This is an optimization exercise on Yosys and OpenROAD, whose aim is small area, a short achievable clock period and few clock cycles, not a production implementation. The RTL was checked by simulation tests, not by an equivalence proof against the original design. No activity file was given, so power comes from the tool's default toggle rates.

## flow/run.sh

```bash
#!/bin/bash
# Own layout flow: the standard synthesis unchanged, then the standard
# ORFS steps with timing repair aimed below the 10 ns clock period (the
# design is still laid out and signed off at the design's clock period and
# constraints), gate resizing across cell footprints, a clock tree without
# dummy loads, buf_2 port buffers, and the DO pins that share a register
# placed side by side.
# Each step's output goes to a log file of its own.
set -euo pipefail

# extra make variables for the layout steps
EXTRA="MATCH_CELL_FOOTPRINT=0 SETUP_SLACK_MARGIN=6.55 PRE_IO_PLACEMENT_TCL=$(pwd)/flow/io.tcl"
export BUFFER_PORTS_ARGS="-buffer_cell sky130_fd_sc_hd__buf_2"
export CTS_ARGS="-sink_clustering_enable -repair_clock_nets -sink_clustering_size 40 -sink_clustering_max_diameter 60 -dont_use_dummy_load"

bash standard.sh synth > synth.log 2>&1
sed "s|\"\${@:-finish}\"|$EXTRA \"\${@:-finish}\"|" standard.sh > layout.sh
for step in floorplan place cts route finish; do
  bash layout.sh $step > $step.log 2>&1
done
```

## config.mk

```make
export PLATFORM = sky130hd
export DESIGN_NAME = sa
export DESIGN_NICKNAME = sa
export VERILOG_FILES = /design/flow/design.v
export SDC_FILE = /design/flow/constraint.sdc
export NUM_CORES = 8
export LEC_CHECK = 0
export ABC_AREA = 1
export CAP_MARGIN = 20
export CORE_MARGIN = 2
export CORE_UTILIZATION = 55
export PLACE_DENSITY = 0.68
export SLEW_MARGIN = 20
```

## constraint.sdc

```tcl
create_clock -name core_clock -period 10.0 [get_ports {CLK}]
set_input_delay 2.0000 -clock core_clock [delete_from_list [all_inputs] [get_ports {CLK}]]
set_output_delay 2.0000 -clock core_clock [all_outputs]
set_load 0.01 [all_outputs]
```

## design.v

```verilog
module categorizer (
  input        [15:0] F,
  output logic [18:0] D
);
  logic [4:0] ef;
  logic [9:0] f;
  logic       exp_ones, exp_zero, f_zero;
  logic [3:0] lz;
  logic [9:0] fs;
  always_comb begin
    ef = F[14:10];
    f  = F[9:0];
    exp_ones = &ef;
    exp_zero = ~|ef;
    f_zero   = ~|f;
    lz = 4'd9;
    for (int k = 0; k < 10; k++)
      if (f[k])
        lz = 4'(9 - k);
    fs = f << (lz + 4'd1);
    D[18] = F[15];
    D[17] = ~exp_ones & ~(exp_zero & f_zero);
    D[16] = exp_ones;
    if (exp_ones) begin
      D[15:10] = 6'd0;
      D[9:2]   = 8'd0;
      D[1]     = f[9];
      D[0]     = ~f_zero;
    end else if (exp_zero) begin
      D[15:10] = 6'(4'd9 - lz);
      D[9:0]   = fs;
    end else begin
      D[15:10] = 6'(ef) + 6'd9;
      D[9:0]   = f;
    end
  end
endmodule
module sig_mul (
  input  [9:0] A,
  input  [4:0] NEG,
  input  [5:0] ONE,
  input  [5:0] TWO,
  output [21:10] S,
  output [21:10] C,
  output CO   
);
  wire t1;
  wire t2;
  wire t3;
  wire t4;
  wire t5;
  wire t6;
  wire t7;
  wire t8;
  wire t9;
  wire t10;
  wire t11;
  wire t12;
  wire t13;
  wire t14;
  wire t15;
  wire t16;
  wire t17;
  wire t18;
  wire t19;
  wire t20;
  wire t21;
  wire t22;
  wire t23;
  wire t24;
  wire t25;
  wire t26;
  wire t27;
  wire t28;
  wire t29;
  wire t30;
  wire t31;
  wire t32;
  wire t33;
  wire t34;
  wire t35;
  wire t36;
  wire t37;
  wire t38;
  wire t39;
  wire t40;
  wire t41;
  wire t42;
  wire t43;
  wire t44;
  wire t45;
  wire t46;
  wire t47;
  wire t48;
  wire t49;
  wire t50;
  wire t51;
  wire t52;
  wire t53;
  wire t54;
  wire t55;
  wire t56;
  wire t57;
  wire t58;
  wire t59;
  wire t60;
  wire t61;
  wire t62;
  wire t63;
  wire t64;
  wire t65;
  wire t66;
  wire t67;
  wire t68;
  wire t69;
  wire t70;
  wire t71;
  wire t72;
  wire t73;
  wire t74;
  wire t75;
  wire t76;
  wire t77;
  wire t78;
  wire t79;
  wire t80;
  wire t81;
  wire t82;
  wire t83;
  wire t84;
  wire t85;
  wire t86;
  wire t87;
  wire t88;
  wire t89;
  wire t90;
  wire t91;
  wire t92;
  wire t93;
  wire t94;
  wire t95;
  wire t96;
  wire t97;
  wire t98;
  wire t99;
  wire t100;
  wire t101;
  wire t102;
  wire t103;
  wire t104;
  wire t105;
  wire t106;
  wire t107;
  wire t108;
  wire t109;
  wire t110;
  wire t111;
  wire t112;
  wire t113;
  wire t114;
  wire t115;
  wire t116;
  wire t117;
  wire t118;
  wire t119;
  wire t120;
  wire t121;
  wire t122;
  wire t123;
  wire t124;
  wire t125;
  wire t126;
  wire t127;
  wire t128;
  wire t129;
  wire t130;
  wire t131;
  wire t132;
  wire t133;
  wire t134;
  wire t135;
  wire t136;
  wire t137;
  wire t138;
  wire t139;
  wire t140;
  wire t141;
  wire t142;
  wire t143;
  wire t144;
  wire t145;
  wire t146;
  wire t147;
  wire t148;
  wire t149;
  wire t150;
  wire t151;
  wire t152;
  wire t153;
  wire t154;
  wire t155;
  wire t156;
  wire t157;
  wire t158;
  wire t159;
  wire t160;
  wire t161;
  wire t162;
  wire t163;
  wire t164;
  wire t165;
  wire t166;
  wire t167;
  wire t168;
  wire t169;
  wire t170;
  wire t171;
  wire t172;
  wire t173;
  wire t174;
  wire t175;
  wire t176;
  wire t177;
  wire t178;
  wire t179;
  wire t180;
  wire t181;
  wire t182;
  wire t183;
  wire t184;
  assign t1 = (((ONE[0] & A[0])) ^ NEG[0]);
  assign t2 = (((ONE[0] & A[1]) | (TWO[0] & A[0])) ^ NEG[0]);
  assign t3 = (((ONE[0] & A[2]) | (TWO[0] & A[1])) ^ NEG[0]);
  assign t4 = (((ONE[0] & A[3]) | (TWO[0] & A[2])) ^ NEG[0]);
  assign t5 = (((ONE[0] & A[4]) | (TWO[0] & A[3])) ^ NEG[0]);
  assign t6 = (((ONE[0] & A[5]) | (TWO[0] & A[4])) ^ NEG[0]);
  assign t7 = (((ONE[0] & A[6]) | (TWO[0] & A[5])) ^ NEG[0]);
  assign t8 = (((ONE[0] & A[7]) | (TWO[0] & A[6])) ^ NEG[0]);
  assign t9 = (((ONE[0] & A[8]) | (TWO[0] & A[7])) ^ NEG[0]);
  assign t10 = (((ONE[0] & A[9]) | (TWO[0] & A[8])) ^ NEG[0]);
  assign t11 = (((ONE[0]) | (TWO[0] & A[9])) ^ NEG[0]);
  assign t12 = (((TWO[0])) ^ NEG[0]);
  assign t13 = (((ONE[1] & A[0])) ^ NEG[1]);
  assign t14 = (((ONE[1] & A[1]) | (TWO[1] & A[0])) ^ NEG[1]);
  assign t15 = (((ONE[1] & A[2]) | (TWO[1] & A[1])) ^ NEG[1]);
  assign t16 = (((ONE[1] & A[3]) | (TWO[1] & A[2])) ^ NEG[1]);
  assign t17 = (((ONE[1] & A[4]) | (TWO[1] & A[3])) ^ NEG[1]);
  assign t18 = (((ONE[1] & A[5]) | (TWO[1] & A[4])) ^ NEG[1]);
  assign t19 = (((ONE[1] & A[6]) | (TWO[1] & A[5])) ^ NEG[1]);
  assign t20 = (((ONE[1] & A[7]) | (TWO[1] & A[6])) ^ NEG[1]);
  assign t21 = (((ONE[1] & A[8]) | (TWO[1] & A[7])) ^ NEG[1]);
  assign t22 = (((ONE[1] & A[9]) | (TWO[1] & A[8])) ^ NEG[1]);
  assign t23 = (((ONE[1]) | (TWO[1] & A[9])) ^ NEG[1]);
  assign t24 = (((TWO[1])) ^ NEG[1]);
  assign t25 = (((ONE[2] & A[0])) ^ NEG[2]);
  assign t26 = (((ONE[2] & A[1]) | (TWO[2] & A[0])) ^ NEG[2]);
  assign t27 = (((ONE[2] & A[2]) | (TWO[2] & A[1])) ^ NEG[2]);
  assign t28 = (((ONE[2] & A[3]) | (TWO[2] & A[2])) ^ NEG[2]);
  assign t29 = (((ONE[2] & A[4]) | (TWO[2] & A[3])) ^ NEG[2]);
  assign t30 = (((ONE[2] & A[5]) | (TWO[2] & A[4])) ^ NEG[2]);
  assign t31 = (((ONE[2] & A[6]) | (TWO[2] & A[5])) ^ NEG[2]);
  assign t32 = (((ONE[2] & A[7]) | (TWO[2] & A[6])) ^ NEG[2]);
  assign t33 = (((ONE[2] & A[8]) | (TWO[2] & A[7])) ^ NEG[2]);
  assign t34 = (((ONE[2] & A[9]) | (TWO[2] & A[8])) ^ NEG[2]);
  assign t35 = (((ONE[2]) | (TWO[2] & A[9])) ^ NEG[2]);
  assign t36 = (((TWO[2])) ^ NEG[2]);
  assign t37 = (((ONE[3] & A[0])) ^ NEG[3]);
  assign t38 = (((ONE[3] & A[1]) | (TWO[3] & A[0])) ^ NEG[3]);
  assign t39 = (((ONE[3] & A[2]) | (TWO[3] & A[1])) ^ NEG[3]);
  assign t40 = (((ONE[3] & A[3]) | (TWO[3] & A[2])) ^ NEG[3]);
  assign t41 = (((ONE[3] & A[4]) | (TWO[3] & A[3])) ^ NEG[3]);
  assign t42 = (((ONE[3] & A[5]) | (TWO[3] & A[4])) ^ NEG[3]);
  assign t43 = (((ONE[3] & A[6]) | (TWO[3] & A[5])) ^ NEG[3]);
  assign t44 = (((ONE[3] & A[7]) | (TWO[3] & A[6])) ^ NEG[3]);
  assign t45 = (((ONE[3] & A[8]) | (TWO[3] & A[7])) ^ NEG[3]);
  assign t46 = (((ONE[3] & A[9]) | (TWO[3] & A[8])) ^ NEG[3]);
  assign t47 = (((ONE[3]) | (TWO[3] & A[9])) ^ NEG[3]);
  assign t48 = (((TWO[3])) ^ NEG[3]);
  assign t49 = (((ONE[4] & A[0])) ^ NEG[4]);
  assign t50 = (((ONE[4] & A[1]) | (TWO[4] & A[0])) ^ NEG[4]);
  assign t51 = (((ONE[4] & A[2]) | (TWO[4] & A[1])) ^ NEG[4]);
  assign t52 = (((ONE[4] & A[3]) | (TWO[4] & A[2])) ^ NEG[4]);
  assign t53 = (((ONE[4] & A[4]) | (TWO[4] & A[3])) ^ NEG[4]);
  assign t54 = (((ONE[4] & A[5]) | (TWO[4] & A[4])) ^ NEG[4]);
  assign t55 = (((ONE[4] & A[6]) | (TWO[4] & A[5])) ^ NEG[4]);
  assign t56 = (((ONE[4] & A[7]) | (TWO[4] & A[6])) ^ NEG[4]);
  assign t57 = (((ONE[4] & A[8]) | (TWO[4] & A[7])) ^ NEG[4]);
  assign t58 = (((ONE[4] & A[9]) | (TWO[4] & A[8])) ^ NEG[4]);
  assign t59 = (((ONE[4]) | (TWO[4] & A[9])) ^ NEG[4]);
  assign t60 = (((TWO[4])) ^ NEG[4]);
  assign t61 = ((ONE[5] & A[0]));
  assign t62 = ((ONE[5] & A[1]) | (TWO[5] & A[0]));
  assign t63 = ((ONE[5] & A[2]) | (TWO[5] & A[1]));
  assign t64 = ((ONE[5] & A[3]) | (TWO[5] & A[2]));
  assign t65 = ((ONE[5] & A[4]) | (TWO[5] & A[3]));
  assign t66 = ((ONE[5] & A[5]) | (TWO[5] & A[4]));
  assign t67 = ((ONE[5] & A[6]) | (TWO[5] & A[5]));
  assign t68 = ((ONE[5] & A[7]) | (TWO[5] & A[6]));
  assign t69 = ((ONE[5] & A[8]) | (TWO[5] & A[7]));
  assign t70 = ((ONE[5] & A[9]) | (TWO[5] & A[8]));
  assign t71 = ((ONE[5]) | (TWO[5] & A[9]));
  assign t72 = ((TWO[5]));
  assign t73 = t7 ^ t17;
  assign t74 = t7 & t17;
  assign t75 = t8 ^ t18;
  assign t76 = t8 & t18;
  assign t77 = t9 ^ t19 ^ t29;
  assign t78 = (t9 & t19) | (t9 & t29) | (t19 & t29);
  assign t79 = t39 ^ t49;
  assign t80 = t39 & t49;
  assign t81 = t10 ^ t20 ^ t30;
  assign t82 = (t10 & t20) | (t10 & t30) | (t20 & t30);
  assign t83 = t40 ^ t50;
  assign t84 = t40 & t50;
  assign t85 = t11 ^ t21 ^ t31;
  assign t86 = (t11 & t21) | (t11 & t31) | (t21 & t31);
  assign t87 = t41 ^ t51 ^ t61;
  assign t88 = (t41 & t51) | (t41 & t61) | (t51 & t61);
  assign t89 = t12 ^ t22 ^ t32;
  assign t90 = (t12 & t22) | (t12 & t32) | (t22 & t32);
  assign t91 = t42 ^ t52 ^ t62;
  assign t92 = (t42 & t52) | (t42 & t62) | (t52 & t62);
  assign t93 = t23 ^ t33 ^ t43;
  assign t94 = (t23 & t33) | (t23 & t43) | (t33 & t43);
  assign t95 = t53 ^ t63 ^ NEG[0];
  assign t96 = (t53 & t63) | (t53 & NEG[0]) | (t63 & NEG[0]);
  assign t97 = t24 ^ t34 ^ t44;
  assign t98 = (t24 & t34) | (t24 & t44) | (t34 & t44);
  assign t99 = t54 ^ t64 ^ NEG[0];
  assign t100 = (t54 & t64) | (t54 & NEG[0]) | (t64 & NEG[0]);
  assign t101 = t35 ^ t45 ^ t55;
  assign t102 = (t35 & t45) | (t35 & t55) | (t45 & t55);
  assign t103 = t65 ^ ~NEG[0] ^ ~NEG[1];
  assign t104 = (t65 & ~NEG[0]) | (t65 & ~NEG[1]) | (~NEG[0] & ~NEG[1]);
  assign t105 = t36 ^ t46 ^ t56;
  assign t106 = (t36 & t46) | (t36 & t56) | (t46 & t56);
  assign t107 = t66 ^ 1'b1;
  assign t108 = t66 & 1'b1;
  assign t109 = t47 ^ t57 ^ t67;
  assign t110 = (t47 & t57) | (t47 & t67) | (t57 & t67);
  assign t111 = t48 ^ t58;
  assign t112 = t48 & t58;
  assign t113 = t5 ^ t15;
  assign t114 = t5 & t15;
  assign t115 = t6 ^ t16;
  assign t116 = t6 & t16;
  assign t117 = t73 ^ t27 ^ t37;
  assign t118 = (t73 & t27) | (t73 & t37) | (t27 & t37);
  assign t119 = t75 ^ t28 ^ t38;
  assign t120 = (t75 & t28) | (t75 & t38) | (t28 & t38);
  assign t121 = t77 ^ t79 ^ NEG[4];
  assign t122 = (t77 & t79) | (t77 & NEG[4]) | (t79 & NEG[4]);
  assign t123 = t81 ^ t83 ^ t78;
  assign t124 = (t81 & t83) | (t81 & t78) | (t83 & t78);
  assign t125 = t85 ^ t87 ^ t82;
  assign t126 = (t85 & t87) | (t85 & t82) | (t87 & t82);
  assign t127 = t89 ^ t91 ^ t86;
  assign t128 = (t89 & t91) | (t89 & t86) | (t91 & t86);
  assign t129 = t93 ^ t95 ^ t90;
  assign t130 = (t93 & t95) | (t93 & t90) | (t95 & t90);
  assign t131 = t97 ^ t99 ^ t94;
  assign t132 = (t97 & t99) | (t97 & t94) | (t99 & t94);
  assign t133 = t101 ^ t103 ^ t98;
  assign t134 = (t101 & t103) | (t101 & t98) | (t103 & t98);
  assign t135 = t105 ^ t107 ^ t102;
  assign t136 = (t105 & t107) | (t105 & t102) | (t107 & t102);
  assign t137 = t109 ^ ~NEG[2] ^ t106;
  assign t138 = (t109 & ~NEG[2]) | (t109 & t106) | (~NEG[2] & t106);
  assign t139 = t111 ^ t68 ^ 1'b1;
  assign t140 = (t111 & t68) | (t111 & 1'b1) | (t68 & 1'b1);
  assign t141 = t59 ^ t69 ^ ~NEG[3];
  assign t142 = (t59 & t69) | (t59 & ~NEG[3]) | (t69 & ~NEG[3]);
  assign t143 = t60 ^ t70;
  assign t144 = t60 & t70;
  assign t145 = t3 ^ t13;
  assign t146 = t3 & t13;
  assign t147 = t4 ^ t14;
  assign t148 = t4 & t14;
  assign t149 = t113 ^ t25 ^ NEG[2];
  assign t150 = (t113 & t25) | (t113 & NEG[2]) | (t25 & NEG[2]);
  assign t151 = t115 ^ t26 ^ t114;
  assign t152 = (t115 & t26) | (t115 & t114) | (t26 & t114);
  assign t153 = t117 ^ NEG[3] ^ t116;
  assign t154 = (t117 & NEG[3]) | (t117 & t116) | (NEG[3] & t116);
  assign t155 = t119 ^ t74 ^ t118;
  assign t156 = (t119 & t74) | (t119 & t118) | (t74 & t118);
  assign t157 = t121 ^ t76 ^ t120;
  assign t158 = (t121 & t76) | (t121 & t120) | (t76 & t120);
  assign t159 = t123 ^ t80 ^ t122;
  assign t160 = (t123 & t80) | (t123 & t122) | (t80 & t122);
  assign t161 = t125 ^ t84 ^ t124;
  assign t162 = (t125 & t84) | (t125 & t124) | (t84 & t124);
  assign t163 = t127 ^ t88 ^ t126;
  assign t164 = (t127 & t88) | (t127 & t126) | (t88 & t126);
  assign t165 = t129 ^ t92 ^ t128;
  assign t166 = (t129 & t92) | (t129 & t128) | (t92 & t128);
  assign t167 = t131 ^ t96 ^ t130;
  assign t168 = (t131 & t96) | (t131 & t130) | (t96 & t130);
  assign t169 = t133 ^ t100 ^ t132;
  assign t170 = (t133 & t100) | (t133 & t132) | (t100 & t132);
  assign t171 = t135 ^ t104 ^ t134;
  assign t172 = (t135 & t104) | (t135 & t134) | (t104 & t134);
  assign t173 = t137 ^ t108 ^ t136;
  assign t174 = (t137 & t108) | (t137 & t136) | (t108 & t136);
  assign t175 = t139 ^ t110 ^ t138;
  assign t176 = (t139 & t110) | (t139 & t138) | (t110 & t138);
  assign t177 = t141 ^ t112 ^ t140;
  assign t178 = (t141 & t112) | (t141 & t140) | (t112 & t140);
  assign t179 = t143 ^ 1'b1 ^ t142;
  assign t180 = (t143 & 1'b1) | (t143 & t142) | (1'b1 & t142);
  assign t181 = t71 ^ ~NEG[4] ^ t144;
  assign t182 = (t71 & ~NEG[4]) | (t71 & t144) | (~NEG[4] & t144);
  assign t183 = t72 ^ 1'b1;
  assign t184 = t72 & 1'b1;
  wire [21:0] r0 = {t183, t181, t179, t177, t175, t173, t171, t169, t167, t165, t163, t161, t159, t157, t155, t153, t151, t149, t147, t145, t2, t1};
  wire [21:0] r1 = {t182, t180, t178, t176, t174, t172, t170, t168, t166, t164, t162, t160, t158, t156, t154, t152, t150, t148, t146, NEG[1], 1'b0, NEG[0]};
  wire [10:0] low = {1'b0, r0[9:0]} + {1'b0, r1[9:0]};
  assign S = r0[21:10];
  assign C = r1[21:10];
  assign CO = low[10];
endmodule
module booth_enc (
  input        [9:0] B,
  output logic [4:0] NEG,
  output logic [5:0] ONE,
  output logic [5:0] TWO
);
  logic [11:0] b;   
  always_comb begin
    b = {1'b1, B, 1'b0};
    for (int k = 0; k < 5; k++) begin
      NEG[k] = b[2*k+2] & ~(b[2*k+1] & b[2*k]);
      ONE[k] = b[2*k+1] ^ b[2*k];
      TWO[k] = (b[2*k+2] & ~b[2*k+1] & ~b[2*k]) | (~b[2*k+2] & b[2*k+1] & b[2*k]);
    end
    ONE[5] = ~b[10];
    TWO[5] = b[10];
  end
endmodule
module subnorm_calc (
  input        [11:0] MS  ,
  input        [11:0] MC  ,
  input               CO  ,
  input        [ 6:0] ESUM,
  input               SGN ,
  input               NZ  ,
  input               SP  ,
  output logic [41:0] X   ,
  output logic        CI  ,
  output logic        SPO    
);
  logic [11:0] m;
  logic [11:0] mt;
  logic        add, neg;
  logic [ 5:0] r;
  logic [81:0] v;
  always_comb begin
    m   = MS + MC + 12'(CO);
    add = NZ & (ESUM >= 7'd23) & ~ESUM[6];
    neg = add & SGN;
    mt  = add ? ({m[11:1], m[0] & ~m[11]} ^ {12{SGN}}) : 12'd0;
    r   = ~ESUM[5:0];
    v   = {{41{neg}}, mt, {29{neg}}};
    X   = 42'(v >> r);
    CI  = neg;
    SPO = SP | (NZ & (ESUM[6] | ((ESUM[5:0] == 6'd63) & m[11])));
  end
endmodule
module multiplier (
  input        [18:0] A     ,
  input        [25:0] B     ,
  output logic [11:0] MS    ,
  output logic [11:0] MC    ,
  output logic        CO    ,
  output logic [ 6:0] ESUM  ,
  output logic        SGN   ,
  output logic        NZ    ,  
  output logic        SP    ,  
  output logic        NAN   ,
  output logic        SPSIGN
);
  logic a_zero, b_zero, a_inf, b_inf, a_nan, b_nan, a_snan, b_snan;
  sig_mul sm (
    .A  (A[9:0]  ),
    .NEG(B[16:12]),
    .ONE(B[11:6] ),
    .TWO(B[5:0]  ),
    .S  (MS      ),
    .C  (MC      ),
    .CO (CO      )
  );
  always_comb begin
    ESUM = 7'(A[15:10]) + 7'(B[22:17]);
    SGN  = A[18] ^ B[25];
    NZ   = A[17] & B[24];
    a_zero = ~A[17] & ~A[16];
    b_zero = ~B[24] & ~B[23];
    a_nan  = A[16] & A[0];
    b_nan  = B[23] & B[0];
    a_inf  = A[16] & ~A[0];
    b_inf  = B[23] & ~B[0];
    a_snan = a_nan & ~A[1];
    b_snan = b_nan & ~B[1];
    NAN = a_nan | b_nan | (a_inf & b_zero) | (a_zero & b_inf);
    SP  = NAN | a_inf | b_inf;
    if (a_snan)
      SPSIGN = A[18];
    else if (b_snan)
      SPSIGN = B[25];
    else if (a_nan)
      SPSIGN = A[18];
    else if (b_nan)
      SPSIGN = B[25];
    else
      SPSIGN = A[18] ^ B[25];
  end
endmodule
module post_add_norm (
  input        [41:0] SUM ,
  output logic        SIGN,
  output logic [41:0] MAG
);
  logic [41:0] z;
  always_comb begin
    SIGN = SUM[41];
    z = {SUM[40:0], 1'b0};
    for (int l = 1; l < 42; l = l * 2)
      for (int i = 0; i < 42; i++)
        if ((i / l) % 2 == 1)
          z[i] = z[i] | z[(i / l) * l - 1];
    MAG = SUM ^ ({42{SIGN}} & z);
  end
endmodule
module final_result (
  input        [41:0] MAG    ,
  input               SIGN   ,
  input               SP_ANY ,
  input               SP_NAN ,
  input               SP_SIGN,
  output logic [15:0] DO
);
  logic [39:0] v;
  logic [ 4:0] lz;
  logic        sub;
  logic        ovf;
  always_comb begin
    v = MAG[39:0];
    lz[4] = ~|v[39:24]; if (lz[4]) v = v << 16;
    lz[3] = ~|v[39:32]; if (lz[3]) v = v << 8;
    lz[2] = ~|v[39:36]; if (lz[2]) v = v << 4;
    lz[1] = ~|v[39:38]; if (lz[1]) v = v << 2;
    lz[0] = ~v[39];     if (lz[0]) v = v << 1;
    sub = ~|MAG[39:10];   
    ovf = (|MAG[41:40]) || ((&MAG[39:29]) && (|MAG[28:0]));
    if (SP_ANY)
      DO = {SP_SIGN, SP_NAN ? 15'h7FFF : 15'h7C00};
    else if (ovf)
      DO = {SIGN, 15'h7C00};
    else if (sub)
      DO = {SIGN, 5'd0, MAG[9:0]};
    else
      DO = {SIGN, 5'd30 - lz, v[38:29]};
  end
endmodule
module acc (
  input               CLK    ,
  input               RSTn   ,
  input               DVI    ,
  input               DVN    ,  
  input        [41:0] X      ,
  input               CI     ,
  input               SP     ,
  input               NAN    ,
  input               SPSIGN ,
  output logic [41:0] ACC    ,
  output logic        FIN    ,  
  output logic        SP_ANY ,
  output logic        SP_NAN ,
  output logic        SP_SIGN
);
  logic [1:0] cnt;
  logic       first;   
  logic       first_n;
  logic       clr;     
  always_comb
    first_n = DVI ? (cnt == 2'd3) : first;
  always_ff @(negedge RSTn, posedge CLK)
    if (!RSTn)
      clr <= 1'b0;
    else
      clr <= DVN && first_n;
  logic [41:0] a, g, p, gg, pp;
  always_comb begin
    a  = clr ? 42'd0 : ACC;
    g  = a & X;
    p  = a ^ X;
    gg = g;
    pp = p;
    gg[0] = g[0] | (p[0] & CI);
    for (int l = 1; l < 42; l = l * 2)
      for (int i = 0; i < 42; i++)
        if ((i / l) % 2 == 1) begin
          gg[i] = gg[i] | (pp[i] & gg[(i / l) * l - 1]);
          pp[i] = pp[i] & pp[(i / l) * l - 1];
        end
  end
  always_ff @(posedge CLK)
    ACC <= p ^ {gg[40:0], CI};
  always_ff @(negedge RSTn, posedge CLK)
    if (!RSTn) begin
      cnt   <= 2'd0;
      first <= 1'b1;
      FIN   <= 1'b0;
    end else begin
      if (DVI) begin
        cnt   <= cnt + 2'd1;
      end
      first <= first_n;
      FIN <= DVI && (cnt == 2'd3);
    end
  always_ff @(posedge CLK)
    if (DVI && (first || (!SP_ANY && SP))) begin
      SP_ANY  <= SP;
      SP_NAN  <= NAN;
      SP_SIGN <= SPSIGN;
    end
endmodule
module mac (
  input               CLK ,
  input               RSTn,
  input               DVI ,
  input        [18:0] A   ,
  input        [25:0] B   ,
  output logic        FIN ,
  output logic [44:0] RES
);
  logic [11:0] p_ms, p_mc;
  logic        p_co;
  logic [ 6:0] p_esum;
  logic        p_sgn, p_nz, p_sp, p_nan, p_spsign;
  multiplier mul (
    .A     (A       ),
    .B     (B       ),
    .MS    (p_ms    ),
    .MC    (p_mc    ),
    .CO    (p_co    ),
    .ESUM  (p_esum  ),
    .SGN   (p_sgn   ),
    .NZ    (p_nz    ),
    .SP    (p_sp    ),
    .NAN   (p_nan   ),
    .SPSIGN(p_spsign)
  );
  logic        m_v;
  logic [11:0] m_ms, m_mc;
  logic        m_co;
  logic [ 6:0] m_esum;
  logic        m_sgn, m_nz, m_sp, m_nan, m_spsign;
  always_ff @(negedge RSTn, posedge CLK)
    if (!RSTn)
      m_v <= 1'b0;
    else
      m_v <= DVI;
  always_ff @(posedge CLK) begin
    m_ms     <= p_ms;
    m_mc     <= p_mc;
    m_co     <= p_co;
    m_esum   <= p_esum;
    m_sgn    <= p_sgn;
    m_nz     <= p_nz & DVI;
    m_sp     <= p_sp;
    m_nan    <= p_nan;
    m_spsign <= p_spsign;
  end
  logic [41:0] q_x;
  logic        q_ci, q_sp;
  subnorm_calc align (
    .MS  (m_ms  ),
    .MC  (m_mc  ),
    .CO  (m_co  ),
    .ESUM(m_esum),
    .SGN (m_sgn ),
    .NZ  (m_nz  ),
    .SP  (m_sp  ),
    .X   (q_x   ),
    .CI  (q_ci  ),
    .SPO (q_sp  )
  );
  logic        a_v;
  logic [41:0] a_x;
  logic        a_ci, a_sp, a_nan, a_spsign;
  always_ff @(negedge RSTn, posedge CLK)
    if (!RSTn)
      a_v <= 1'b0;
    else
      a_v <= m_v;
  always_ff @(posedge CLK) begin
    a_x      <= q_x;
    a_ci     <= q_ci;
    a_sp     <= q_sp;
    a_nan    <= m_nan;
    a_spsign <= m_spsign;
  end
  acc accum (
    .CLK    (CLK      ),
    .RSTn   (RSTn     ),
    .DVI    (a_v      ),
    .DVN    (m_v      ),
    .X      (a_x      ),
    .CI     (a_ci     ),
    .SP     (a_sp     ),
    .NAN    (a_nan    ),
    .SPSIGN (a_spsign ),
    .ACC    (RES[41:0]),
    .FIN    (FIN      ),
    .SP_ANY (RES[42]  ),
    .SP_NAN (RES[43]  ),
    .SP_SIGN(RES[44]  )
  );
endmodule
module sa #(parameter DIMENSION = 4) (
  input                                             CLK ,
  input                                             RSTn,
  input        [DIMENSION-1:0]                      DVI ,
  input        [          1:0][DIMENSION-1:0][15:0] DI  ,
  output logic [DIMENSION-1:0][DIMENSION-1:0]       DVO ,
  output logic [DIMENSION-1:0][DIMENSION-1:0][15:0] DO
);
  localparam N = DIMENSION;
  localparam W  = 19;   
  localparam WC = 26;   
  logic [N-1:0][W-1:0]  row_dec, col_dec;
  for (genvar i = 0; i < N; i++) begin : g_dec
    categorizer row_cat (.F(DI[0][i]), .D(row_dec[i]));
    categorizer col_cat (.F(DI[1][i]), .D(col_dec[i]));
  end
  logic [N-1:0][N:0][W-1:0]    row_pp;
  logic [N-1:0][W-1:0]         col_q;     
  logic [N-1:0][WC-1:0]        col_enc;
  logic [N-1:0][N-1:1][WC-1:0] col_pp;    
  logic [N-1:0][N:0]           dv_pp;
  for (genvar i = 0; i < N; i++) begin : g_pp
    logic [4:0] neg;
    logic [5:0] one, two;
    booth_enc col_bth (.B(col_q[i][9:0]), .NEG(neg), .ONE(one), .TWO(two));
    always_comb
      if (col_q[i][16])
        col_enc[i] = {col_q[i][18:10], 15'd0, col_q[i][1:0]};
      else
        col_enc[i] = {col_q[i][18:10], neg, one, two};
    always_ff @(posedge CLK) begin
      row_pp[i][0] <= row_dec[i];
      for (int d = 1; d <= N; d++)
        row_pp[i][d] <= row_pp[i][d-1];
      col_q[i]     <= col_dec[i];
      col_pp[i][1] <= col_enc[i];
      for (int d = 2; d < N; d++)
        col_pp[i][d] <= col_pp[i][d-1];
    end
    always_ff @(negedge RSTn, posedge CLK)
      if (!RSTn)
        dv_pp[i] <= '0;
      else
        dv_pp[i] <= {dv_pp[i][N-1:0], DVI[i]};
  end
  logic [N-1:0][N-1:0]       fin;
  logic [N-1:0][N-1:0][44:0] res;
  logic [N-1:0][44:0]        sel;
  logic [N-1:0][15:0]        result;
  logic [N-1:0][15:0]        do_q;
  logic [N-1:0][41:0]        mag_q;
  logic [N-1:0]              sign_q;
  logic [N-1:0][2:0]         sp_q;
  logic [N-1:0][N-1:0]       fin_q;
  logic [N-1:0]              n_sign;
  logic [N-1:0][41:0]        n_mag;
  for (genvar i = 0; i < N; i++) begin : g_row
    for (genvar j = 0; j < N; j++) begin : g_pe
      localparam int DR = (i == 0) ? j + 1 : j;
      localparam int DC = (i == 0) ? 1 : i;
      mac pe (
        .CLK (CLK          ),
        .RSTn(RSTn         ),
        .DVI (dv_pp[i][DR] ),
        .A   (row_pp[i][DR]),
        .B   (col_pp[j][DC]),
        .FIN (fin[i][j]   ),
        .RES (res[i][j]   )
      );
    end
    always_comb begin
      sel[i] = '0;
      for (int j = 0; j < N; j++)
        sel[i] = sel[i] | (res[i][j] & {45{fin[i][j]}});
    end
    post_add_norm abs_val (
      .SUM (sel[i][41:0]),
      .SIGN(n_sign[i]   ),
      .MAG (n_mag[i]    )
    );
    always_ff @(posedge CLK) begin
      mag_q[i]  <= n_mag[i];
      sign_q[i] <= n_sign[i];
      sp_q[i]   <= sel[i][44:42];
    end
    always_ff @(negedge RSTn, posedge CLK)
      if (!RSTn)
        fin_q[i] <= '0;
      else
        fin_q[i] <= fin[i];
    final_result fr (
      .MAG    (mag_q[i]   ),
      .SIGN   (sign_q[i]  ),
      .SP_ANY (sp_q[i][0] ),
      .SP_NAN (sp_q[i][1] ),
      .SP_SIGN(sp_q[i][2] ),
      .DO     (result[i]  )
    );
    always_ff @(posedge CLK)
      do_q[i] <= result[i];
    always_ff @(posedge CLK)
      DVO[i] <= fin_q[i];
    for (genvar j = 0; j < N; j++) begin : g_do
      always_comb
        DO[i][j] = do_q[i];
    end
  end
endmodule
```

## flow/io.tcl

```tcl
# Pin placement: the four DO ports of a row that show the same register bit
# (DO[i][0..3][b]) are placed next to each other.
for {set i 0} {$i < 4} {incr i} {
  for {set b 0} {$b < 16} {incr b} {
    set pins {}
    for {set j 0} {$j < 4} {incr j} {
      lappend pins "DO\[[expr {$i * 64 + $j * 16 + $b}]\]"
    }
    set_io_pin_constraint -group -order -pin_names $pins
  }
}
```

## standard.sh

```bash
#!/bin/bash
# synth_recipe.tcl (not shown) runs the flow's synth.tcl, then flattens the netlist and writes it again
# the make line also repeats each setting of config.mk as NAME=value (left out here)
make -C /OpenROAD-flow-scripts/flow DESIGN_CONFIG=/design/flow/config.mk WORK_HOME=/design/flow/orfs CLKGATE_MAP_FILE= SYNTH_SCRIPT=/design/flow/synth_recipe.tcl "${@:-finish}"
```

==> flow_summary_export.csv, run 1 <==
group,metric,value,unit
placed_design,gp_congestion,0.9956,
setup_path,path_max_fanout,1,
route,wl_per_cell,20.68,µm
route,drtPass1Iterations,9,
power,power.net_switching,36.42,mW
setup_path,ff2ff_path_depth,10,
synthesis,async_flop_share,3.854,%
floorplan,die_area,0.3579,mm²
cells_and_area,multi_input_area,0.1137,mm²
power,peakVddDrop,0.2117,mV
power,p_per_area,349.6,mW/mm²
synthesis,yosysWarnings,9,
clocking,cts.clk_slew.worst_paths,0.11,ns
cells_and_area,nets,28000,
setup_path,cp-endpoint,"DVO[2]",
synthesis,syn_nets,27580,
sta,worst_pin_slew,1.231,ns
power,combPwrFrac,59.5,%
synthesis,synth.cell_area,0.1942,mm²
setup_path,startpoint,"DVO[2]",
synthesis,synth.distinct_cells,72,
setup_path,ff2ff_setup_slack,6.59,ns
global_routing,grt_remaining_overflow,0,
setup_path,path_depth,1,
cells_and_area,syn_to_final_growth,10.72,%
route,vias,170000,
global_routing,grt_pass1_vias,158300,
sta,max_slew_margin,17.96,%
clocking,htree_levels,5,
setup_path,crit_family,"flip-flops",
placed_design,pre_cts_ws,5.090,ns
setup_path,path_buf_inv,1,
power,p_total,75.16,mW
setup_path,r2r_start,"g_row[0].g_pe[3].pe.A[9]",
clocking,clk-insertion-delay-late,0.97,ns
synthesis,syn_inst,25360,
hold_path,hold_path.startpoint,"g_row[2].g_pe[2].pe.m_spsign",
cells_and_area,regArea,0.06448,mm²
cells_and_area,drive_gt1_share,10.23,%
hold_path,hold_path.class,"reg -> reg",
power,p_sw_share,48.46,%
setup_path,cp.required,8.00,ns
synthesis,synth_area_leaders,"dfxtp_1, nand2_1, fa_1",
clocking,clockBufferDepth,4,
setup_path,end_kind,"output pin",
setup_path,crit_type,"reg -> out",
route,drtIter0Drc,16360,
power,clock_power_share,12.7,%
sta,finClkSkew,0.1313,ns
setup_path,slowest_delay,0.41,ns
clocking,cts_tree,"yes",
global_routing,grt_start_max_net_pins,54,
floorplan,die_x,598.2,µm
power,seq_power_share,27.8,%
floorplan,rows,218,
route,ant_nets,0,
route,finalWirelength,632.5,mm
sta,maxSlewViolCount,0,
placed_design,portBuffers,405,
setup_path,crit_chain,"buf_6",
synthesis,avgSynthCellArea,7.658,µm²
cells_and_area,fillers,31890,
sta,timing.final.hold_violations,0,
flow_run,drv_cap,0,
route,drcViolationCount,0,
floorplan,core,0.3521,mm²
power,internal_power,38.74,mW
sta,finalWorstSetupSlack,6.537,ns
power,p_leak,108.9,nW
sta,hold_ws,0.2882,ns
setup_path,timing.rr.end,"g_row[0].g_pe[3].pe.m_co",
synthesis,synth_top_area_cell,"dfxtp_1",
cells_and_area,final_common_cell,"nand2_1",
clocking,cts_buffers,284,
synthesis,ys_ff_latch,3140,
synthesis,synth_edf_count,48,
setup_path,crit_path_top_delay_cell,"dfxtp_4",
synthesis,yosys.area.top_type_share,30.63,%
clocking,cts_sinks,3140,
floorplan,die_y,598.2,µm
run_status,status,"complete, no violations",
global_routing,grt_pass1_wl,943.5,mm
floorplan,num_io_pins,406,
placed_design,hpwl,490.7,mm
global_routing,grt_use_total,34.13,%
clocking,clockRootBuffer,"clkbuf_16",
hold_path,min_path_cells,0,
cells_and_area,layout_common_cells,"nand2_1, inv_1, dfxtp_1",
setup_path,startpoint_type,"flip-flop",
setup_path,arrival,1.46,ns
sta,fin_crit,3.463,ns
sta,max_freq,288.8,MHz
synthesis,synth-seq-area-share,32.94,%
global_routing,grt_antenna_before_repair,52,
synthesis,ys.flop_type,"dfxtp_1",
sta,setup_viol,0,
route,viasPerCell,5.559,
sta,finalSetupTns,0,ns
clocking,postCtsHoldBufs,0,
sta,rsz0062_at_grt,"yes",
floorplan,start_util,55.15,%
sta,post-route-period-util,34.63,%
==> power by group through the flow <==
stage / combinational, mW / clock [mW] / sequential [mW]
after global placement: 40.5 / 0 / 20.8
after floorplan: 30.8 / 0 / 19.0
after CTS: 42.8 / 9.69 / 20.8
after global routing: 50.1 / 10.1 / 21.3
final: 44.7 / 9.55 / 20.9
after detailed placement: 41.3 / 0 / 20.9
==> cells in the mapped netlist (87+ instances only) <==
master / count
nand4_1: 128
dfrtp_1: 105
inv_1: 3271
dfxtp_1: 2971
xnor2_1: 287
a21oi_1: 1114
o22ai_1: 1094
buf_1: 156
nand3_1: 1743
clkinv_1: 233
o21ai_0: 1013
nor2_1: 1807
nand2_1: 5628
clkbuf_1: 581
o21ai_1: 121
ha_1: 1272
xor2_1: 1560
nor3_1: 87
buf_4: 230
fa_1: 816
a31oi_1: 87
==> metrics by stage <==
stage	cell area, µm²	instances	utilization (%)
floorplan	195000	25360	-
global placement	198500	29550	56.38
detailed placement	198500	29550	56.38
CTS	210300	30130	59.72
global route	214900	30550	61.03
finish	215000	30590	61.06
==> metal layers <==
metal | part of all wire (%) | track usage (%) | up-vias
li1 | - | - | 82200
met1 | 43 | 45.55 | 79720
met2 | 44 | 52.96 | 6689
met3 | 7.4 | 5.084 | 1406
met4 | 6.4 | 19.28 | 16
met5 | 0.017 | 0 | -
==> sequential cells by signal (all words and copies together) (netlist names), 19 cells and up <==
signal	flops
col_pp	312
g_row.g_pe.pe.m_esum	112
g_row.g_pe.pe.A	304
g_row.g_pe.pe.m_ms	188
row_pp	19
g_row.g_pe.pe.accum.ACC	672
col_q	76
g_row.g_pe.pe.accum.cnt	32
g_row.g_pe.pe.m_mc	192
do_q	64
mag_q	168
g_row.g_pe.pe.a_x	672
==> layout make-up <==
cell class	count	share of cell area, %
clock buffer	284	3.305
inverter	3588	6.689
multi-input combinational	17580	52.89
sequential	3140	29.99
timing repair buffer	1155	4.206
antenna	81	0.09427
tap	4730	2.752
timing repair inverter	30	0.07332
==> how the worst min path moves through the flow <==
stage	slack, ns	endpoint
floorplan	0.31	col_pp[100]
global placement	0.31	col_pp[99]
detailed placement	0.31	col_pp[22]
CTS	0.29	g_row[2].g_pe[2].pe.a_spsign
global route	0.29	g_row[2].g_pe[2].pe.a_spsign
finish	0.29	g_row[2].g_pe[2].pe.a_spsign
==> repair_timing <==
action,in CTS,in global routing
cloned,34,25
setup buffers,264,350
endpoints found under the setup margin,1251,1002
gates resized for setup,619,520
pin swaps,100,139
==> kinds of logic (layout without fill, tap and decap cells) <==
group,after synthesis,after routing,share of synthesized area (%)
xor gates and xnor gates,1847,1847,8.330
muxes,14,14,0.07280
other,0,81,0
adders and majority gates,2088,2088,16.61
AOI/OAI and AO/OA,3982,3982,11.95
DFF,3140,3140,32.94
and+or+nand+nor,9646,9646,20.51
buffers and inverters,4643,5057,9.589
Testbench counts, summed over its fixed seeds: cycles 1,120.
==> inputs of run 2 (changes only) <==
--- a/config.mk
+++ b/config.mk
@@ -9,5 +9,5 @@
 export CAP_MARGIN = 20
 export CORE_MARGIN = 2
-export CORE_UTILIZATION = 55
+export CORE_UTILIZATION = 45
 export PLACE_DENSITY = 0.68
 export SLEW_MARGIN = 20
==> flow_summary_export.csv, run 2 <==
group,metric,value,unit
sta,setup_viol,0,
clocking,clk-insertion-delay-late,1.00,ns
route,drcViolationCount,0,
setup_path,timing.rr.end,"g_row[3].g_pe[1].pe.m_co",
synthesis,synth_top_area_cell,"dfxtp_1",
synthesis,synth.distinct_cells,72,
clocking,cts_sinks,3140,
sta,rsz0062_at_grt,"yes",
sta,worst_pin_slew,1.274,ns
synthesis,synth.cell_area,0.1942,mm²
synthesis,ys.flop_type,"dfxtp_1",
route,drtIter0Drc,16890,
placed_design,place_inst,30540,
sta,finClkSkew,0.1161,ns
setup_path,arrival,1.43,ns
global_routing,grt_antenna_before_repair,81,
setup_path,cp-endpoint,"DO[74]",
setup_path,end_kind,"output pin",
placed_design,portBuffers,405,
synthesis,syn_inst,25360,
global_routing,grt_pass1_wl,948.1,mm
setup_path,slowest_delay,0.38,ns
cells_and_area,top_regs,"g_row.g_pe.pe.a_x (672), g_row.g_pe.pe.accum.ACC (672), col_pp (312)",
floorplan,die_y,660.9,µm
run_status,status,"complete, no violations",
setup_path,crit_type,"reg -> out",
clocking,clockBufferDepth,4,
floorplan,start_util,45.13,%
clocking,cts_tree,"yes",
setup_path,path_max_fanout,4,
sta,max_freq,291.6,MHz
setup_path,startpoint_type,"flip-flop",
cells_and_area,syn_to_final_growth,11.48,%
setup_path,r2r_start,"g_row[3].g_pe[1].pe.A[0]",
global_routing,met1_usage,38.79,%
power,peakVddDrop,0.2155,mV
cells_and_area,drive_gt1_share,10.07,%
placed_design,hpwl,490.1,mm
global_routing,grt_start_max_net_pins,57,
hold_path,hold_path.class,"reg -> reg",
setup_path,ff2ff_setup_slack,6.59,ns
sta,maxSlewViolCount,0,
global_routing,grtUsageMet2,42.32,%
power,p_total,74.64,mW
clocking,postCtsHoldBufs,0,
placed_design,pre_cts_ws,5.160,ns
route,ant_nets,0,
sta,finalSetupTns,0,ns
setup_path,crit_family,"flip-flops",
synthesis,yosys.area.top_type_share,30.63,%
power,p_leak,109.1,nW
synthesis,yosysWarnings,9,
clocking,cts_buffers,299,
setup_path,startpoint,"do_q[26]",
synthesis,ys_ff_latch,3140,
route,vias,170200,
sta,timing.final.hold_violations,0,
synthesis,synth_edf_count,48,
clocking,clockRootBuffer,"clkbuf_16",
sta,post-route-period-util,34.29,%
setup_path,ff2ff_path_depth,11,
sta,fin_crit,3.429,ns
cells_and_area,fin_cells,31540,
global_routing,grt.busiest_layer,"met2",
route,drtPass1Iterations,8,
floorplan,die_x,660.9,µm
setup_path,cp.required,8.00,ns
synthesis,syn_nets,27580,
route,wl_per_cell,20.12,µm
global_routing,grt_remaining_overflow,0,
flow_run,drv_cap,0,
global_routing,met3_usage,4.848,%
cells_and_area,final_common_cell,"nand2_1",
floorplan,die_area,0.4368,mm²
synthesis,async_flop_share,3.854,%
synthesis,yosys-top-cells-count,"nand2_1, inv_1, dfxtp_1",
placed_design,gp_congestion,0.9737,
sta,finalWorstSetupSlack,6.571,ns
cells_and_area,nets,27990,
synthesis,synth-seq-area-share,32.94,%
power,p_per_area,344.8,mW/mm²
route,finalWirelength,634.4,mm
setup_path,path_depth,1,
synthesis,synth_area_leaders,"dfxtp_1, nand2_1, fa_1",
setup_path,path_buf_inv,1,
floorplan,core,0.4303,mm²
sta,max_slew_margin,14.97,%
floorplan,num_io_pins,406,
global_routing,grt_pass1_vias,159000,
global_routing,grt_use_total,27.95,%
synthesis,avgSynthCellArea,7.658,µm²
cells_and_area,layout_common_cells,"nand2_1, inv_1, dfxtp_1",
synthesis,synth_most_common_cell,"nand2_1",
route,viasPerCell,5.398,
clocking,htree_levels,5,
clocking,cts.clk_slew.worst_paths,0.07,ns
floorplan,rows,241,
setup_path,crit_chain,"buf_6",
setup_path,crit_path_top_delay_cell,"dfxtp_4",
run 2: cell counts after synthesis:
No cell type changed its count.
run 2: kinds of logic (layout without fill, tap and decap cells):
family / Yosys count / after routing / synth area share [%]
mux: 14 / 14 / 0.07280
other cells: 0 / 63 / 0
buf+inv: 4643 / 5049 / 9.589
xor+xnor: 1847 / 1847 / 8.330
simple gates: 9646 / 9646 / 20.51
fa+ha+maj: 2088 / 2088 / 16.61
compound gates: 3982 / 3982 / 11.95
flops: 3140 / 3140 / 32.94
run 2: metal layers:
metal / up-vias / routed length, µm
li1: 82200 / -
met1: 79830 / 278800
met2: 6961 / 269600
met3: 1228 / 53690
met4: 16 / 32210
met5: - / 104
run 2: power breakdown:
group	total (mW)	internal [mW]	switching [mW]
combinational	43.8	16.2	27.6
sequential	20.9	17.5	3.44
clock	9.87	5.24	4.63
total	74.6	38.9	35.7
run 2: area by class of cell:
cell class / instances / area [µm²]
Clock buffer: 299 / 7482
Antenna cell: 63 / 157.7
Multi-Input combinational cell: 17580 / 113500
Tap cell: 5710 / 7144
Timing Repair inverter: 28 / 146.4
Fill cell: 41320 / 213800
Sequential cell: 3140 / 64460
Inverter: 3588 / 14400
Timing Repair Buffer: 1134 / 9175
run 2: stage by stage:
step	util, %	hold WS [ns]	area [µm²]
2_1_floorplan	-	0.3096	195000
3_3_place_gp	46.44	0.3099	199800
3_5_place_dp	46.44	0.3121	199800
4_1_cts	49.28	0.2738	212100
5_1_grt	50.30	0.2719	216400
6_report	50.32	0.2662	216500
run 2: repair_timing:
item / in CTS / in global routing
endpoints found under the setup margin: 1259 / 1036
resized for setup: 646 / 494
cloned: 33 / 23
pin swaps: 102 / 155
buffers inserted: 255 / 330
run 2: worst min-delay path by stage:
stage	start	endpoint	slack, ns	depth (start not counted)
after global routing	col_q[72]	col_pp[256]	0.27	0
final	col_q[72]	col_pp[256]	0.27	0
after detailed placement	g_row[1].g_pe[3].pe.m_spsign	g_row[1].g_pe[3].pe.a_spsign	0.31	0
after CTS	col_q[72]	col_pp[256]	0.27	0
after global placement	row_pp[16]	g_row[0].g_pe[0].pe.A[16]	0.31	0
after floorplan	col_q[34]	col_pp[100]	0.31	0
==> inputs of run 3 (changes only) <==
--- a/config.mk
+++ b/config.mk
@@ -9,5 +9,5 @@
 export CAP_MARGIN = 20
 export CORE_MARGIN = 2
-export CORE_UTILIZATION = 45
+export CORE_UTILIZATION = 50
 export PLACE_DENSITY = 0.68
 export SLEW_MARGIN = 20
==> flow_summary_export.csv, run 3 <==
group,metric,value,unit
power,power.net_switching,36.03,mW
floorplan,die_y,627.2,µm
floorplan,die_area,0.3934,mm²
power,p_leak,108.7,nW
cells_and_area,drive_gt1_share,9.956,%
clocking,clockRootBuffer,"clkbuf_16",
run_status,status,"complete, no violations",
cells_and_area,nets,27950,
setup_path,crit_chain,"buf_6",
cells_and_area,syn_to_final_growth,10.79,%
flow_run,drv_cap,0,
sta,max_slew_margin,11.52,%
global_routing,grt_start_max_net_pins,64,
route,vias,169400,
hold_path,hold_path.class,"reg -> reg",
power,p_sw_share,48.29,%
sta,worst_pin_slew,1.325,ns
clocking,clk-insertion-delay-late,0.96,ns
setup_path,path_depth,1,
floorplan,die_x,627.2,µm
route,drtPass1Iterations,9,
synthesis,syn_nets,27580,
power,seq_power_share,28.0,%
power,combPwrFrac,59.4,%
synthesis,avgSynthCellArea,7.658,µm²
route,wl_per_cell,20.24,µm
synthesis,synth_edf_count,48,
sta,post-route-period-util,34.40,%
clocking,cts.clk_slew.worst_paths,0.08,ns
placed_design,hpwl,486.2,mm
clocking,htree_levels,5,
setup_path,end_kind,"output pin",
synthesis,yosys-top-cells-count,"nand2_1, inv_1, dfxtp_1",
power,p_total,74.62,mW
clocking,cts_sinks,3140,
synthesis,yosysWarnings,9,
synthesis,synth-seq-area-share,32.94,%
global_routing,grt_remaining_overflow,0,
floorplan,rows,228,
sta,setup_viol,0,
route,drcViolationCount,0,
sta,finClkSkew,0.07788,ns
global_routing,grt_use_total,30.79,%
synthesis,synth_top_area_cell,"dfxtp_1",
hold_path,min_path_cells,0,
synthesis,async_flop_share,3.854,%
setup_path,arrival,1.44,ns
cells_and_area,final_common_cell,"nand2_1",
power,p_per_area,346.8,mW/mm²
global_routing,grt_antenna_before_repair,81,
clocking,clockBufferDepth,4,
placed_design,gp_congestion,0.9938,
cells_and_area,fillers,36160,
sta,fin_crit,3.440,ns
power,internal_power,38.58,mW
setup_path,crit_path_top_delay_cell,"dfxtp_4",
sta,finalSetupTns,0,ns
sta,rsz0062_at_grt,"yes",
floorplan,num_io_pins,406,
route,ant_nets,0,
clocking,cts_buffers,279,
floorplan,core,0.3863,mm²
synthesis,ys.flop_type,"dfxtp_1",
synthesis,syn_inst,25360,
sta,timing.final.hold_violations,0,
route,drtIter0Drc,17230,
global_routing,grt_pass1_wl,939.2,mm
power,clock_power_share,12.7,%
synthesis,synth_most_common_cell,"nand2_1",
route,viasPerCell,5.462,
synthesis,ys_ff_latch,3140,
setup_path,crit_family,"flip-flops",
sta,max_freq,290.7,MHz
setup_path,path_buf_inv,1,
setup_path,cp.required,8.00,ns
global_routing,grt_pass1_vias,157300,
route,finalWirelength,627.9,mm
setup_path,startpoint_type,"flip-flop",
synthesis,synth.cell_area,0.1942,mm²
clocking,cts_tree,"yes",
setup_path,path_max_fanout,4,
cells_and_area,top_regs,"g_row.g_pe.pe.a_x (672), g_row.g_pe.pe.accum.ACC (672), col_pp (312)",
clocking,postCtsHoldBufs,0,
power,peakVddDrop,0.2154,mV
synthesis,yosys.area.top_type_share,30.63,%
placed_design,portBuffers,405,
setup_path,slowest_delay,0.39,ns
setup_path,ff2ff_path_depth,10,
synthesis,synth_area_leaders,"dfxtp_1, nand2_1, fa_1",
sta,maxSlewViolCount,0,
synthesis,synth.distinct_cells,72,
floorplan,start_util,50.28,%
cells_and_area,layout_common_cells,"nand2_1, inv_1, dfxtp_1",
setup_path,crit_type,"reg -> out",
run 3: worst paths after layout:
kind	to	startpoint	slack [ns]
hold / removal	g_row[1].g_pe[2].pe.a_spsign	g_row[1].g_pe[2].pe.m_spsign	0.31
hold reg to reg	g_row[1].g_pe[2].pe.a_spsign	g_row[1].g_pe[2].pe.m_spsign	0.31
min in group asynchronous	fin_q[15]	RSTn	1.12
max in group asynchronous	g_row[1].g_pe[2].pe.accum.clr	RSTn	7.18
setup reg to reg	g_row[0].g_pe[2].pe.m_co	g_row[0].g_pe[2].pe.A[8]	6.58
setup / recovery	DO[95]	do_q[31]	6.56
run 3: cell families after synthesis:
group / share of synthesized area (%)
flip-flops: 32.94
multiplexers: 0.07280
AO/OA/AOI/OAI: 11.95
XOR/XNOR: 8.330
buffers and inverters: 9.589
AND/OR/NAND/NOR: 20.51
adder cells (fa/ha/maj): 16.61
run 3: repair_timing:
action / CTS / global route
hold endpoints to repair: 0 / 0
cloned: 31 / 30
buffers inserted: 236 / 341
pin swaps: 96 / 137
endpoints found under the setup margin: 1192 / 1014
resized for setup: 630 / 479
run 3: through the flow:
step           hold WS, ns  utilization (%)  cell area (µm²)  worst slack (ns)  cells
2_1_floorplan       0.3096                -           195000             6.295  25360
3_3_place_gp        0.3100            51.51           199000             5.010  29980
3_5_place_dp        0.3121            51.52           199000             5.153  29980
4_1_cts             0.3048            54.49           210500             6.481  30530
5_1_grt             0.3004            55.68           215100             6.384  30990
6_report            0.3064            55.70           215200             6.560  31020
run 3: layout make-up:
class | count | area, µm² | area share (%)
multi-input combinational | 17580 | 113700 | 52.83
sequential | 3140 | 64460 | 29.96
inverter | 3588 | 14350 | 6.668
timing repair buffer | 1107 | 8767 | 4.075
clock buffer | 279 | 6982 | 3.245
tap | 5175 | 6475 | 3.009
antenna | 120 | 300.3 | 0.1396
timing repair inverter | 31 | 157.7 | 0.07327
run 3: power groups by stage:
stage / clock network [mW] / logic [mW] / registers [mW]
after floorplan: 0 / 30.8 / 19.0
after global placement: 0 / 40.2 / 20.8
after detailed placement: 0 / 41.0 / 20.8
after CTS: 9.62 / 42.5 / 20.7
after global routing: 10.1 / 49.8 / 21.2
final: 9.46 / 44.3 / 20.9
run 3: per-layer routing:
| metal | GRT usage [%] | part of all wire (%) |
|---|---|---|
| met1 | 42.74 | 44 |
| met4 | 13.25 | 5.0 |
| met5 | 0 | 0.037 |
| met2 | 47.03 | 43 |
| met3 | 5.338 | 8.5 |
==> inputs of run 4 (changes only) <==
--- a/config.mk
+++ b/config.mk
@@ -10,4 +10,4 @@
 export CORE_MARGIN = 2
 export CORE_UTILIZATION = 50
-export PLACE_DENSITY = 0.68
+export PLACE_DENSITY = 0.65
 export SLEW_MARGIN = 20
==> flow_summary_export.csv, run 4 <==
group,metric,value,unit
synthesis,synth_area_leaders,"dfxtp_1, nand2_1, fa_1",
synthesis,synth.cell_area,0.1942,mm²
synthesis,synth.distinct_cells,72,
synthesis,yosys.area.top_type_share,30.63,%
setup_path,ff2ff_path_depth,9,
floorplan,rows,228,
synthesis,syn_inst,25360,
sta,maxSlewViolCount,0,
route,ant_nets,0,
setup_path,crit_path_top_delay_cell,"dfxtp_4",
route,drtIter0Drc,15410,
synthesis,synth_most_common_cell,"nand2_1",
route,viasPerCell,5.446,
global_routing,grt_pass1_wl,955.9,mm
global_routing,grt_remaining_overflow,0,
sta,post-route-period-util,34.68,%
floorplan,core,0.3863,mm²
global_routing,grt_start_max_net_pins,89,
power,p_per_area,347.9,mW/mm²
route,finalWirelength,641.8,mm
sta,finalSetupTns,0,ns
placed_design,hpwl,498.8,mm
synthesis,async_flop_share,3.854,%
global_routing,grt_antenna_before_repair,52,
setup_path,startpoint_type,"flip-flop",
sta,timing.final.hold_violations,0,
setup_path,crit_type,"reg -> out",
floorplan,start_util,50.28,%
power,p_leak,109.3,nW
run_status,status,"complete, no violations",
power,peakVddDrop,0.2729,mV
floorplan,die_y,627.2,µm
floorplan,die_x,627.2,µm
synthesis,synth_edf_count,48,
global_routing,grt_use_total,31.60,%
setup_path,timing.rr.end,"g_row[3].g_pe[2].pe.m_co",
setup_path,ff2ff_setup_slack,6.57,ns
flow_run,drv_cap,0,
sta,rsz0062_at_grt,"yes",
floorplan,die_area,0.3934,mm²
clocking,clockRootBuffer,"clkbuf_16",
setup_path,crit_chain,"buf_6",
setup_path,path_max_fanout,4,
cells_and_area,final_cell_area,0.2168,mm²
sta,worst_pin_slew,1.258,ns
route,drtPass1Iterations,8,
setup_path,slowest_delay,0.39,ns
cells_and_area,nets,28010,
hold_path,hold_path.startpoint,"col_q[70]",
cells_and_area,top_regs,"g_row.g_pe.pe.a_x (672), g_row.g_pe.pe.accum.ACC (672), col_pp (312)",
synthesis,syn_nets,27580,
clocking,cts.clk_slew.worst_paths,0.10,ns
setup_path,arrival,1.47,ns
sta,finClkSkew,0.1063,ns
cells_and_area,drive_gt1_share,10.47,%
clocking,cts_sinks,3140,
synthesis,yosys-top-cells-count,"nand2_1, inv_1, dfxtp_1",
setup_path,end_kind,"output pin",
floorplan,num_io_pins,406,
hold_path,hold_path.class,"reg -> reg",
sta,max_slew_margin,16.16,%
cells_and_area,final_common_cell,"nand2_1",
synthesis,avgSynthCellArea,7.658,µm²
setup_path,cp.required,8.00,ns
synthesis,ys_ff_latch,3140,
placed_design,gp_congestion,1.006,
synthesis,yosysWarnings,9,
placed_design,portBuffers,405,
cells_and_area,fin_util,56.12,%
placed_design,place_area,0.1992,mm²
synthesis,synth_top_area_cell,"dfxtp_1",
clocking,clk-insertion-delay-late,1.01,ns
hold_path,whs_endpoint,"col_pp[254]",
synthesis,synth-seq-area-share,32.94,%
clocking,cts_buffers,302,
cells_and_area,syn_to_final_growth,11.62,%
clocking,clockBufferDepth,4,
sta,setup_viol,0,
cells_and_area,layout_common_cells,"nand2_1, inv_1, dfxtp_1",
cells_and_area,fillers,36440,
sta,fin_crit,3.468,ns
hold_path,min_path_cells,0,
route,drcViolationCount,0,
route,wl_per_cell,20.65,µm
power,p_total,75.42,mW
sta,max_freq,288.3,MHz
route,vias,169200,
clocking,htree_levels,5,
setup_path,path_buf_inv,1,
setup_path,crit_family,"flip-flops",
synthesis,ys.flop_type,"dfxtp_1",
global_routing,grt_pass1_vias,158100,
clocking,cts_tree,"yes",
setup_path,r2r_start,"col_pp[221]",
[run 4: area by class of cell]
| cell class | count | area (µm²) | area share, % |
|---|---|---|---|
| diodes | 119 | 297.8 | 0.1374 |
| well taps | 5175 | 6475 | 2.987 |
| clock buffers | 302 | 7557 | 3.486 |
| flip-flops and latches | 3140 | 64650 | 29.83 |
| repair buffers | 1144 | 9542 | 4.402 |
| repair inverters | 31 | 155.1 | 0.07157 |
| multi-input cells | 17580 | 113700 | 52.45 |
| inverters | 3588 | 14400 | 6.645 |
[run 4: how the worst max path moves through the flow]
stage | startpoint | endpoint | slack [ns] | cells past startpoint
2_1_floorplan | DI[1] | row_pp[8] | 6.30 | 15
3_3_place_gp | DI[33] | g_row[2].g_pe[0].pe.A[8] | 4.93 | 14
3_5_place_dp | DI[33] | g_row[2].g_pe[0].pe.A[8] | 5.08 | 14
4_1_cts | g_row[3].g_pe[3].pe.accum.clr | g_row[3].g_pe[3].pe.accum.ACC[32] | 6.48 | 18
5_1_grt | do_q[31] | DO[95] | 6.48 | 1
6_report | do_q[46] | DO[174] | 6.53 | 1
[run 4: metal layers]
metal / wire length [µm] / share of wire [%] / GRT usage [%]
met1: 276100 / 43 / 42.39
met2: 280900 / 44 / 49.22
met3: 49170 / 7.7 / 5.206
met4: 35570 / 5.5 / 15.79
met5: 143 / 0.022 / 0
[run 4: what timing repair did]
action                                   CTS  global route
setup buffers                            301           292
pin swaps                                117           160
hold buffers                               0             0
endpoints found under the setup margin  1333          1033
resized for setup                        813           516
cloned                                    38            21
[run 4: through the flow]
step / worst slack (ns) / cells / hold slack [ns]
6_report: 6.532 / 31080 / 0.3075
5_1_grt: 6.485 / 31040 / 0.3061
4_1_cts: 6.480 / 30640 / 0.3082
3_5_place_dp: 5.084 / 30000 / 0.3121
3_3_place_gp: 4.935 / 30000 / 0.3102
2_1_floorplan: 6.295 / 25360 / 0.3096
[run 4: logic make-up (layout without fill, tap and decap cells)]
family	Yosys count	count (layout)	share of synthesized area, %
xor gates and xnor gates	1847	1847	8.330
muxes	14	14	0.07280
and+or+nand+nor	9646	9646	20.51
buffers and inverters	4643	5065	9.589
adders and majority gates	2088	2088	16.61
AOI/OAI and AO/OA	3982	3982	11.95
other	0	119	0
DFF	3140	3140	32.94
[run 4: power breakdown]
group          internal, mW  total [mW]  switching, mW
Sequential             17.5        21.0           3.44
Combinational          16.4        44.5           28.2
Clock                  5.28        9.92           4.64
Total                  39.2        75.4           36.3
==> inputs of run 5 (changes only) <==
--- a/config.mk
+++ b/config.mk
@@ -10,4 +10,5 @@
 export CORE_MARGIN = 2
 export CORE_UTILIZATION = 50
-export PLACE_DENSITY = 0.65
+export GPL_ROUTABILITY_DRIVEN = 0
+export PLACE_DENSITY = 0.68
 export SLEW_MARGIN = 20
==> flow_summary_export.csv, run 5 <==
group,metric,value,unit
synthesis,synth_top_area_cell,"dfxtp_1",
clocking,cts_sinks,3140,
synthesis,ys.flop_type,"dfxtp_1",
clocking,clockRootBuffer,"clkbuf_16",
route,finalWirelength,604.6,mm
synthesis,yosys-top-cells-count,"nand2_1, inv_1, dfxtp_1",
synthesis,ys_ff_latch,3140,
synthesis,syn_nets,27580,
sta,worst_pin_slew,1.253,ns
global_routing,grt_pass1_vias,156500,
setup_path,crit_type,"reg -> reg",
synthesis,synth_area_leaders,"dfxtp_1, nand2_1, fa_1",
placed_design,pre_cts_ws,5.240,ns
clocking,clockBufferDepth,4,
hold_path,hold_path.startpoint,"g_row[3].g_pe[2].pe.m_spsign",
sta,hold_ws,0.2630,ns
floorplan,rows,228,
synthesis,yosysWarnings,9,
clocking,cts_buffers,280,
route,drtIter0Drc,18040,
power,p_per_area,345.3,mW/mm²
sta,maxSlewViolCount,0,
clocking,htree_levels,5,
setup_path,arrival,4.32,ns
synthesis,synth.cell_area,0.1942,mm²
placed_design,place_inst,29960,
setup_path,crit_top_cell,"buf_4",
synthesis,synth_most_common_cell,"nand2_1",
cells_and_area,final_common_cell,"nand2_1",
power,p_total,74.04,mW
route,met2_wirelength,254.5,mm
sta,timing.final.hold_violations,0,
floorplan,start_util,50.28,%
route,ant_nets,0,
route,m1WireLength,253.8,mm
floorplan,die_x,627.2,µm
global_routing,grt_antenna_before_repair,71,
setup_path,r2r_start,"g_row[3].g_pe[1].pe.accum.clr",
clocking,clk-insertion-delay-late,0.97,ns
floorplan,core,0.3863,mm²
synthesis,synth_edf_count,48,
sta,fin_crit,3.450,ns
cells_and_area,nets,27900,
global_routing,grt_start_max_net_pins,44,
sta,setup_viol,0,
global_routing,grt_remaining_overflow,0,
sta,finalSetupTns,0,ns
flow_run,drv_cap,0,
global_routing,grt_pass1_wl,906.3,mm
route,routed.top_layer,"met5",
sta,finalWorstSetupSlack,6.550,ns
synthesis,synth-seq-area-share,32.94,%
synthesis,syn_inst,25360,
cells_and_area,multi_input_area,0.1136,mm²
sta,finClkSkew,0.1488,ns
setup_path,slowest_delay,0.40,ns
setup_path,cp.required,10.87,ns
sta,max_slew_margin,16.34,%
sta,rsz0062_at_grt,"yes",
setup_path,crit_path_top_delay_cell,"dfrtp_2",
synthesis,synth.distinct_cells,72,
synthesis,avgSynthCellArea,7.658,µm²
route,drcViolationCount,0,
route,vias,170100,
setup_path,startpoint_type,"flip-flop",
setup_path,end_kind,"flip-flop",
placed_design,hpwl,464.8,mm
cells_and_area,drive_gt1_share,9.606,%
cells_and_area,regArea,0.06442,mm²
setup_path,startpoint,"g_row[3].g_pe[1].pe.accum.clr",
cells_and_area,fillers,35480,
clocking,cts.clk_slew.worst_paths,0.11,ns
sta,max_freq,289.9,MHz
setup_path,crit_chain,"buf_12 > inv_2 > nand2_2 > fa_2 > inv_2 > fa_2 > nand2_1 > nand2_1 > o21ai_2 > o21ai_2 > buf_4 > buf_4 > buf_4 > buf_4 > buf_4 > buf_4 > buf_4 > buf_4 > buf_4 > buf_4 > buf_4 > buf_6 > a21oi_2 > xnor2_1",
floorplan,die_y,627.2,µm
hold_path,hold_path.class,"reg -> reg",
placed_design,portBuffers,405,
route,viasPerCell,5.488,
clocking,postCtsHoldBufs,0,
floorplan,die_area,0.3934,mm²
power,p_leak,108.5,nW
synthesis,yosys.area.top_type_share,30.63,%
cells_and_area,syn_to_final_growth,10.41,%
setup_path,path_max_fanout,7,
run_status,status,"complete, no violations",
route,wl_per_cell,19.51,µm
cells_and_area,fin_cells,30990,
global_routing,grt_use_total,29.49,%
floorplan,num_io_pins,406,
sta,post-route-period-util,34.50,%
synthesis,async_flop_share,3.854,%
cells_and_area,top_regs,"g_row.g_pe.pe.a_x (672), g_row.g_pe.pe.accum.ACC (672), col_pp (312)",
route,routed-wl-met3,58.42,mm
route,drtPass1Iterations,8,
power,peakVddDrop,0.2117,mV
clocking,cts_tree,"yes",
cells_and_area,layout_common_cells,"nand2_1, inv_1, dfxtp_1",
run 5: per-layer routing:
metal  vias to the layer above  global-route usage (%)
met1                     78870                   39.70
met3                      1415                   5.799
met5                         -                  0.4075
met2                      7691                   44.34
met4                        32                   16.16
li1                      82070                       -
run 5: through the flow:
| stage | util [%] | area (µm²) |
|---|---|---|
| floorplan | - | 195000 |
| global placement | 51.47 | 198800 |
| detailed placement | 51.47 | 198800 |
| CTS | 54.48 | 210400 |
| global route | 55.50 | 214400 |
| finish | 55.51 | 214400 |
run 5: where the power goes:
group	internal [mW]	total (mW)	switching (mW)
Clock	4.91	9.44	4.53
Combinational	16.1	43.8	27.7
Sequential	17.5	20.8	3.34
Total	38.5	74.0	35.6
run 5: layout make-up:
| class | instances | share of cell area (%) |
|---|---|---|
| timing repair buffer | 1060 | 3.811 |
| inverter | 3588 | 6.653 |
| multi-input combinational | 17580 | 52.97 |
| antenna | 143 | 0.1669 |
| timing repair inverter | 27 | 0.06710 |
| clock buffer | 280 | 3.268 |
| tap | 5175 | 3.020 |
| sequential | 3140 | 30.04 |
run 5: cell families after synthesis:
kind of cell             synth area share (%)
flip-flops                              32.94
AND/OR/NAND/NOR                         20.51
buffers and inverters                   9.589
AO/OA/AOI/OAI                           11.95
multiplexers                          0.07280
XOR/XNOR                                8.330
adder cells (fa/ha/maj)                 16.61
run 5: repair_timing:
action	CTS	global route
resized for setup	561	454
pin swaps	103	149
endpoints found under the setup margin	1092	925
setup buffers	281	271
cloned	36	19
run 5: path summary, 6_finish.rpt:
| check | cells past startpoint | slack, ns | endpoint |
|---|---|---|---|
| max | 24 | 6.55 | g_row[3].g_pe[1].pe.accum.ACC[7] |
| max reg2reg | 24 | 6.55 | g_row[3].g_pe[1].pe.accum.ACC[7] |
| max in group asynchronous | 2 | 7.52 | fin_q[3] |
| min in group asynchronous | 1 | 1.06 | fin_q[14] |
| min reg2reg | 0 | 0.26 | g_row[3].g_pe[2].pe.a_spsign |
| min | 0 | 0.26 | g_row[3].g_pe[2].pe.a_spsign |
run 5: worst max-delay path, delay by kind of cell, from the launching register on:
family | cells | cell delay (ns)
AND/OR/NAND/NOR | 3 | 0.26
buffers and inverters | 15 | 1.72
XOR/XNOR | 1 | 0.12
adder cells (fa/ha/maj) | 2 | 0.59
AO/OA/AOI/OAI | 3 | 0.32
flip-flops | 1 | 0.40

Re-timed with assumed drivers on the ports (clkbuf_16 on the clock, buf_2 on other inputs), run 5 has 6.477 ns of setup slack against 6.550 ns with ideal ports, and 5.534 ns once port delays also move by the mid clock arrival of 1.013 ns.
